Source: an optimization exercise on an open RTL-to-GDS flow (aim: small area and a short achievable clock period). Production flows keep margins and buffers that such runs may drop. The RTL was checked by simulation tests, not by an equivalence proof against the original design. Power is estimated from default activity; no workload was simulated.

==> v28: inputs <==
==> flow/design.v <==
module Mac (
    input  [7:0] a,
    input  [7:0] b,
    input  [7:0] c,
    input  fb,
    input  fc,
    output [7:0] s,
    output fe,
    output fl
);
  wire pp0_0 = a[0] & b[0];
  wire pp0_1 = a[0] & b[1];
  wire pp0_2 = a[0] & b[2];
  wire pp0_3 = a[0] & b[3];
  wire pp0_4 = a[0] & b[4];
  wire pp0_5 = a[0] & b[5];
  wire pp0_6 = a[0] & b[6];
  wire pp0_7 = a[0] & b[7];
  wire pp1_0 = a[1] & b[0];
  wire pp1_1 = a[1] & b[1];
  wire pp1_2 = a[1] & b[2];
  wire pp1_3 = a[1] & b[3];
  wire pp1_4 = a[1] & b[4];
  wire pp1_5 = a[1] & b[5];
  wire pp1_6 = a[1] & b[6];
  wire pp2_0 = a[2] & b[0];
  wire pp2_1 = a[2] & b[1];
  wire pp2_2 = a[2] & b[2];
  wire pp2_3 = a[2] & b[3];
  wire pp2_4 = a[2] & b[4];
  wire pp2_5 = a[2] & b[5];
  wire pp3_0 = a[3] & b[0];
  wire pp3_1 = a[3] & b[1];
  wire pp3_2 = a[3] & b[2];
  wire pp3_3 = a[3] & b[3];
  wire pp3_4 = a[3] & b[4];
  wire pp4_0 = a[4] & b[0];
  wire pp4_1 = a[4] & b[1];
  wire pp4_2 = a[4] & b[2];
  wire pp4_3 = a[4] & b[3];
  wire pp5_0 = a[5] & b[0];
  wire pp5_1 = a[5] & b[1];
  wire pp5_2 = a[5] & b[2];
  wire pp6_0 = a[6] & b[0];
  wire pp6_1 = a[6] & b[1];
  wire pp7_0 = a[7] & b[0];
  wire [7:0] cc = c;
  wire fs0, fc0;
  wire fs1, fc1;
  wire fs2, fc2;
  wire fs3, fc3;
  wire fs4, fc4;
  wire fs5, fc5;
  wire fs6, fc6;
  wire fs7, fc7;
  wire fs8, fc8;
  wire fs9, fc9;
  wire fs10, fc10;
  wire fs11, fc11;
  wire fs12, fc12;
  wire fs13, fc13;
  wire fs14, fc14;
  wire fs15, fc15;
  wire fs16, fc16;
  wire fs17, fc17;
  wire fs18, fc18;
  wire fs19, fc19;
  wire fs20, fc20;
  wire fs21, fc21;
  wire fs22, fc22;
  wire fs23, fc23;
  wire fs24, fc24;
  wire fs25, fc25;
  wire fs26, fc26;
  wire fs27, fc27;
  assign fs0 = cc[1] ^ pp0_1 ^ pp1_0;
  assign fc0 = (cc[1] & pp0_1) | (cc[1] & pp1_0) | (pp0_1 & pp1_0);
  assign fs1 = cc[2] ^ pp0_2 ^ pp1_1;
  assign fc1 = (cc[2] & pp0_2) | (cc[2] & pp1_1) | (pp0_2 & pp1_1);
  assign fs2 = pp2_0 ^ fc0 ^ fs1;
  assign fc2 = (pp2_0 & fc0) | (pp2_0 & fs1) | (fc0 & fs1);
  assign fs3 = cc[3] ^ pp0_3 ^ pp1_2;
  assign fc3 = (cc[3] & pp0_3) | (cc[3] & pp1_2) | (pp0_3 & pp1_2);
  assign fs4 = pp2_1 ^ pp3_0 ^ fc1;
  assign fc4 = (pp2_1 & pp3_0) | (pp2_1 & fc1) | (pp3_0 & fc1);
  assign fs5 = fs3 ^ fc2 ^ fs4;
  assign fc5 = (fs3 & fc2) | (fs3 & fs4) | (fc2 & fs4);
  assign fs6 = cc[4] ^ pp0_4 ^ pp1_3;
  assign fc6 = (cc[4] & pp0_4) | (cc[4] & pp1_3) | (pp0_4 & pp1_3);
  assign fs7 = pp2_2 ^ pp3_1 ^ pp4_0;
  assign fc7 = (pp2_2 & pp3_1) | (pp2_2 & pp4_0) | (pp3_1 & pp4_0);
  assign fs8 = fc3 ^ fs6 ^ fs7;
  assign fc8 = (fc3 & fs6) | (fc3 & fs7) | (fs6 & fs7);
  assign fs9 = fc4 ^ fs8 ^ fc5;
  assign fc9 = (fc4 & fs8) | (fc4 & fc5) | (fs8 & fc5);
  assign fs10 = cc[5] ^ pp0_5 ^ pp1_4;
  assign fc10 = (cc[5] & pp0_5) | (cc[5] & pp1_4) | (pp0_5 & pp1_4);
  assign fs11 = pp2_3 ^ pp3_2 ^ pp4_1;
  assign fc11 = (pp2_3 & pp3_2) | (pp2_3 & pp4_1) | (pp3_2 & pp4_1);
  assign fs12 = pp5_0 ^ fc6 ^ fc7;
  assign fc12 = (pp5_0 & fc6) | (pp5_0 & fc7) | (fc6 & fc7);
  assign fs13 = fs10 ^ fs11 ^ fc8;
  assign fc13 = (fs10 & fs11) | (fs10 & fc8) | (fs11 & fc8);
  assign fs14 = fs12 ^ fs13 ^ fc9;
  assign fc14 = (fs12 & fs13) | (fs12 & fc9) | (fs13 & fc9);
  assign fs15 = cc[6] ^ pp0_6 ^ pp1_5;
  assign fc15 = (cc[6] & pp0_6) | (cc[6] & pp1_5) | (pp0_6 & pp1_5);
  assign fs16 = pp2_4 ^ pp3_3 ^ pp4_2;
  assign fc16 = (pp2_4 & pp3_3) | (pp2_4 & pp4_2) | (pp3_3 & pp4_2);
  assign fs17 = pp5_1 ^ pp6_0 ^ fc10;
  assign fc17 = (pp5_1 & pp6_0) | (pp5_1 & fc10) | (pp6_0 & fc10);
  assign fs18 = fc11 ^ fs15 ^ fs16;
  assign fc18 = (fc11 & fs15) | (fc11 & fs16) | (fs15 & fs16);
  assign fs19 = fc12 ^ fs17 ^ fs18;
  assign fc19 = (fc12 & fs17) | (fc12 & fs18) | (fs17 & fs18);
  assign fs20 = fc13 ^ fs19 ^ fc14;
  assign fc20 = (fc13 & fs19) | (fc13 & fc14) | (fs19 & fc14);
  assign fs21 = cc[7] ^ pp0_7 ^ pp1_6;
  assign fc21 = (cc[7] & pp0_7) | (cc[7] & pp1_6) | (pp0_7 & pp1_6);
  assign fs22 = pp2_5 ^ pp3_4 ^ pp4_3;
  assign fc22 = (pp2_5 & pp3_4) | (pp2_5 & pp4_3) | (pp3_4 & pp4_3);
  assign fs23 = pp5_2 ^ pp6_1 ^ pp7_0;
  assign fc23 = (pp5_2 & pp6_1) | (pp5_2 & pp7_0) | (pp6_1 & pp7_0);
  assign fs24 = fc15 ^ fc16 ^ fs21;
  assign fc24 = (fc15 & fc16) | (fc15 & fs21) | (fc16 & fs21);
  assign fs25 = fs22 ^ fs23 ^ fc17;
  assign fc25 = (fs22 & fs23) | (fs22 & fc17) | (fs23 & fc17);
  assign fs26 = fc18 ^ fs24 ^ fs25;
  assign fc26 = (fc18 & fs24) | (fc18 & fs25) | (fs24 & fs25);
  assign fs27 = fc19 ^ fs26 ^ fc20;
  assign fc27 = (fc19 & fs26) | (fc19 & fc20) | (fs26 & fc20);
  wire [7:0] r0 = {fs27, fs20, fs14, fs9, fs5, fs2, fs0, cc[0]};
  wire [7:0] r1 = {1'b0, 1'b0, 1'b0, 1'b0, 1'b0, 1'b0, 1'b0, pp0_0};
  wire [8:0] sum = r0 + r1;
  assign s = sum[7:0];
  wire hi = (a[1] & (|b[7:7])) | (a[2] & (|b[7:6])) | (a[3] & (|b[7:5])) | (a[4] & (|b[7:4])) | (a[5] & (|b[7:3])) | (a[6] & (|b[7:2])) | (a[7] & (|b[7:1]));
  assign fe = hi | (fb & (|a)) | fc | fc21 | fc22 | fc23 | fc24 | fc25 | fc26;
  assign fl = fc27 | sum[8];
endmodule
module PE (
    input clk,
    input rst_n,
    input [2:0] mode_ctrl,
    input weight_clr,
    input [7:0] din,    
    input [7:0] wa,     
    input [1:0] wa_f,   
    input [7:0] va,     
    input [1:0] va_f,
    output reg [7:0] w_q,
    output reg [1:0] w_f,
    output reg [7:0] v_q,
    output reg [1:0] v_f,
    output reg [7:0] h_q
);
  wire m2 = mode_ctrl[2];
  wire m1 = mode_ctrl[1];
  wire m0 = mode_ctrl[0];
  wire [7:0] mac_b = m1 ? wa : w_q;
  wire mac_bf = m1 ? |wa_f : |w_f;
  wire [7:0] mac_c = m1 ? w_q : va;
  wire mac_cf = m1 ? |w_f : |va_f;
  wire [7:0] mac_s;
  wire [1:0] mac_f;
  Mac mac_unit (
      .a(din),
      .b(mac_b),
      .c(mac_c),
      .fb(mac_bf),
      .fc(mac_cf),
      .s(mac_s),
      .fe(mac_f[0]),
      .fl(mac_f[1])
  );
  wire hv_en = m1 ^ m0;                
  wire w_en = m2 & (m1 | ~m0);         
  wire [7:0] w_d = ~m1 ? wa : (m0 ? va : mac_s);
  wire [1:0] w_df = ~m1 ? wa_f : (m0 ? va_f : mac_f);
  wire [7:0] v_d = m1 ? wa : mac_s;
  wire [1:0] v_df = m1 ? wa_f : mac_f;
  always @(posedge clk or negedge rst_n) begin
    if (~rst_n) begin
      w_q <= 8'd0;
      w_f <= 2'd0;
    end else if (weight_clr) begin
      w_q <= 8'd0;
      w_f <= 2'd0;
    end else if (w_en) begin
      w_q <= w_d;
      w_f <= w_df;
    end
  end
  always @(posedge clk or negedge rst_n) begin
    if (~rst_n) begin
      v_q <= 8'd0;
      v_f <= 2'd0;
      h_q <= 8'd0;
    end else if (hv_en) begin
      v_q <= v_d;
      v_f <= v_df;
      h_q <= din;
    end
  end
endmodule
module PEarray #(
    parameter integer DATA_WIDTH = 8,
    parameter integer PE_CHANNEL = 8,
    parameter integer PE_DIM = 8
) (
    input clk,
    input rst_n,
    input [2 : 0] mode_ctrl,
    input weight_clr,
    input [DATA_WIDTH * PE_DIM - 1:0] data_in,
    input [DATA_WIDTH * PE_CHANNEL - 1:0] weight_in,
    output [DATA_WIDTH * PE_CHANNEL - 1:0] res_out
);
  wire [7:0] h[0:7][0:7];
  wire [7:0] w[0:7][0:7];
  wire [7:0] v[0:7][0:7];
  wire [1:0] wf[0:7][0:7];
  wire [1:0] vf[0:7][0:7];
  wire wso_w = mode_ctrl[2] & ~mode_ctrl[0];
  genvar i, j;
  generate
    for (i = 0; i < 8; i = i + 1) begin : gen_row
      for (j = 0; j < 8; j = j + 1) begin : gen_col
        wire [7:0] din = (j == 0) ? data_in[8*i+7:8*i] : h[i][(j==0)?0:j-1];
        wire [7:0] wa = (i == 0) ? weight_in[8*j+7:8*j] : w[(i==0)?0:i-1][j];
        wire [7:0] va = (i == 0) ? weight_in[8*j+7:8*j] : v[(i==0)?0:i-1][j];
        wire [1:0] wa_f = (i == 0) ? 2'b0 : wf[(i==0)?0:i-1][j];
        wire [1:0] va_f = (i == 0) ? 2'b0 : vf[(i==0)?0:i-1][j];
        PE pe (
            .clk(clk),
            .rst_n(rst_n),
            .mode_ctrl(mode_ctrl),
            .weight_clr(weight_clr),
            .din(din),
            .wa(wa),
            .wa_f(wa_f),
            .va(va),
            .va_f(va_f),
            .w_q(w[i][j]),
            .w_f(wf[i][j]),
            .v_q(v[i][j]),
            .v_f(vf[i][j]),
            .h_q(h[i][j])
        );
      end
    end
    for (j = 0; j < 8; j = j + 1) begin : gen_out
      assign res_out[8*j+7:8*j] = wso_w ? (w[7][j] | {8{|wf[7][j]}}) : (v[7][j] | {8{|vf[7][j]}});
    end
  endgenerate
endmodule
==> flow/flow/run.sh <==
#!/bin/bash
# Layout flow: the standard flow (standard.sh, unchanged synthesis and steps), except that
# the port buffers that global placement inserts on every input and output are
# sky130_fd_sc_hd__buf_4 cells instead of the default cell chosen by buffer_ports, so that the
# timing repair can resize them (sky130hd only resizes a cell within its own footprint).
set -euo pipefail
export BUFFER_PORTS_ARGS="-buffer_cell sky130_fd_sc_hd__buf_4"
bash standard.sh finish > standard.log 2>&1
==> flow/standard.sh <==
#!/bin/bash
# synth_recipe.tcl (not shown) runs the flow's synth.tcl, then flattens the netlist and writes it again
# the make line also repeats each setting of config.mk as NAME=value (left out here)
make -C /OpenROAD-flow-scripts/flow DESIGN_CONFIG=/design/flow/config.mk WORK_HOME=/design/flow/orfs CLKGATE_MAP_FILE= SYNTH_SCRIPT=/design/flow/synth_recipe.tcl "${@:-finish}"
==> flow/config.mk <==
export PLATFORM = sky130hd
export DESIGN_NAME = PEarray
export DESIGN_NICKNAME = PEarray
export VERILOG_FILES = /design/flow/design.v
export SDC_FILE = /design/flow/constraint.sdc
export NUM_CORES = 4
export LEC_CHECK = 0
export CAP_MARGIN = 20
export CORE_MARGIN = 2
export CORE_UTILIZATION = 55
export SETUP_SLACK_MARGIN = 3.0
export SLEW_MARGIN = 20
==> flow/constraint.sdc <==
create_clock -name core_clock -period 8.0 [get_ports {clk}]
set_input_delay 1.6000 -clock core_clock [delete_from_list [all_inputs] [get_ports {clk}]]
set_output_delay 1.6000 -clock core_clock [all_outputs]
set_load 0.01 [all_outputs]
==> inputs of v17, as changes to v28 <==
==> flow/run.sh (new file) <==
#!/bin/bash
# synth_recipe.tcl (not shown) runs the flow's synth.tcl, then flattens the netlist and writes it again
# the make line also repeats each setting of config.mk as NAME=value (left out here)
make -C /OpenROAD-flow-scripts/flow DESIGN_CONFIG=/design/flow/config.mk WORK_HOME=/design/flow/orfs CLKGATE_MAP_FILE= SYNTH_SCRIPT=/design/flow/synth_recipe.tcl finish
CORE_UTILIZATION = 40   (was 55)
removed: flow/flow/run.sh
removed: flow/standard.sh
==> qor summary <==
                                                                                                v28                              v17
Data required time at the worst endpoint                                                    8.76 ns                          8.77 ns
Final weighted congestion of routability-driven global placement                             0.9594                           0.9372
Sum of met2 wire segment lengths after detailed routing                                  256,400 µm                       270,900 µm
Reg-to-reg setup timing slack                                                               3.41 ns                          3.35 ns
Via density                                                                                   6.245                            5.819
Capture point of the worst path                                     gen_row[6].gen_col[3].pe.w_f[1]  gen_row[1].gen_col[1].pe.w_f[1]
Antenna violations before repair                                                                 87                              113
First-pass iteration count of the detailed router                                                 8                                7
Clock latency of the later-clocked register in the worst-skew pair                          0.95 ns                          0.97 ns
Clock share of power                                                                          25.1%                            25.4%
Power in the clock group                                                                    10.5 mW                          10.8 mW
Worst Hold Margin                                                                         0.4765 ns                        0.4815 ns
# resized after CTS                                                                             377                              582
Run status                                                                 timing/DRC/antenna clean         timing/DRC/antenna clean
Utilization after layout                                                                     63.78%                           47.80%
Die Y                                                                                      546.2 µm                         639.7 µm
Met1 demand-to-capacity share in global routing                                              57.34%                           41.07%
Instance count after placement with tap cells included                                       20,650                           22,120
Count of buffers added by post-CTS timing repair for setup                                       64                              141
Power share of the sequential group                                                           34.6%                            34.3%
Setup slack after layout                                                                   2.811 ns                         2.702 ns

[what the ideal ports hide]
The flow's constraints put no driver on any port. The routed layouts listed below were extracted and timed again, unchanged, in two steps. Step 1 (the two cells are an assumption about what drives the block):
set clk [get_ports {clk}]
set_driving_cell -lib_cell sky130_fd_sc_hd__clkbuf_16 $clk
set_driving_cell -lib_cell sky130_fd_sc_hd__buf_2 [delete_from_list [all_inputs] $clk]
Step 2 times the ports against the registers' clock, not the clock port: input delays grow and output delays shrink by t, the midpoint of the rising clock arrivals with the driver on. Three values: ideal ports, drivers, drivers and shift; two values: the first two.
run | t, ns | setup slack, ns | worst setup path after step 2
v28 | 1.043 | 2.811 / 2.200 / 1.157 | input to register
v17 | 1.055 | 2.702 / 2.325 / 1.270 | input to register
After both steps setup and hold are still met in every run listed. The setup slack of v28, which loses most, moves by -0.611 ns with the drivers and by -1.654 ns with both steps.
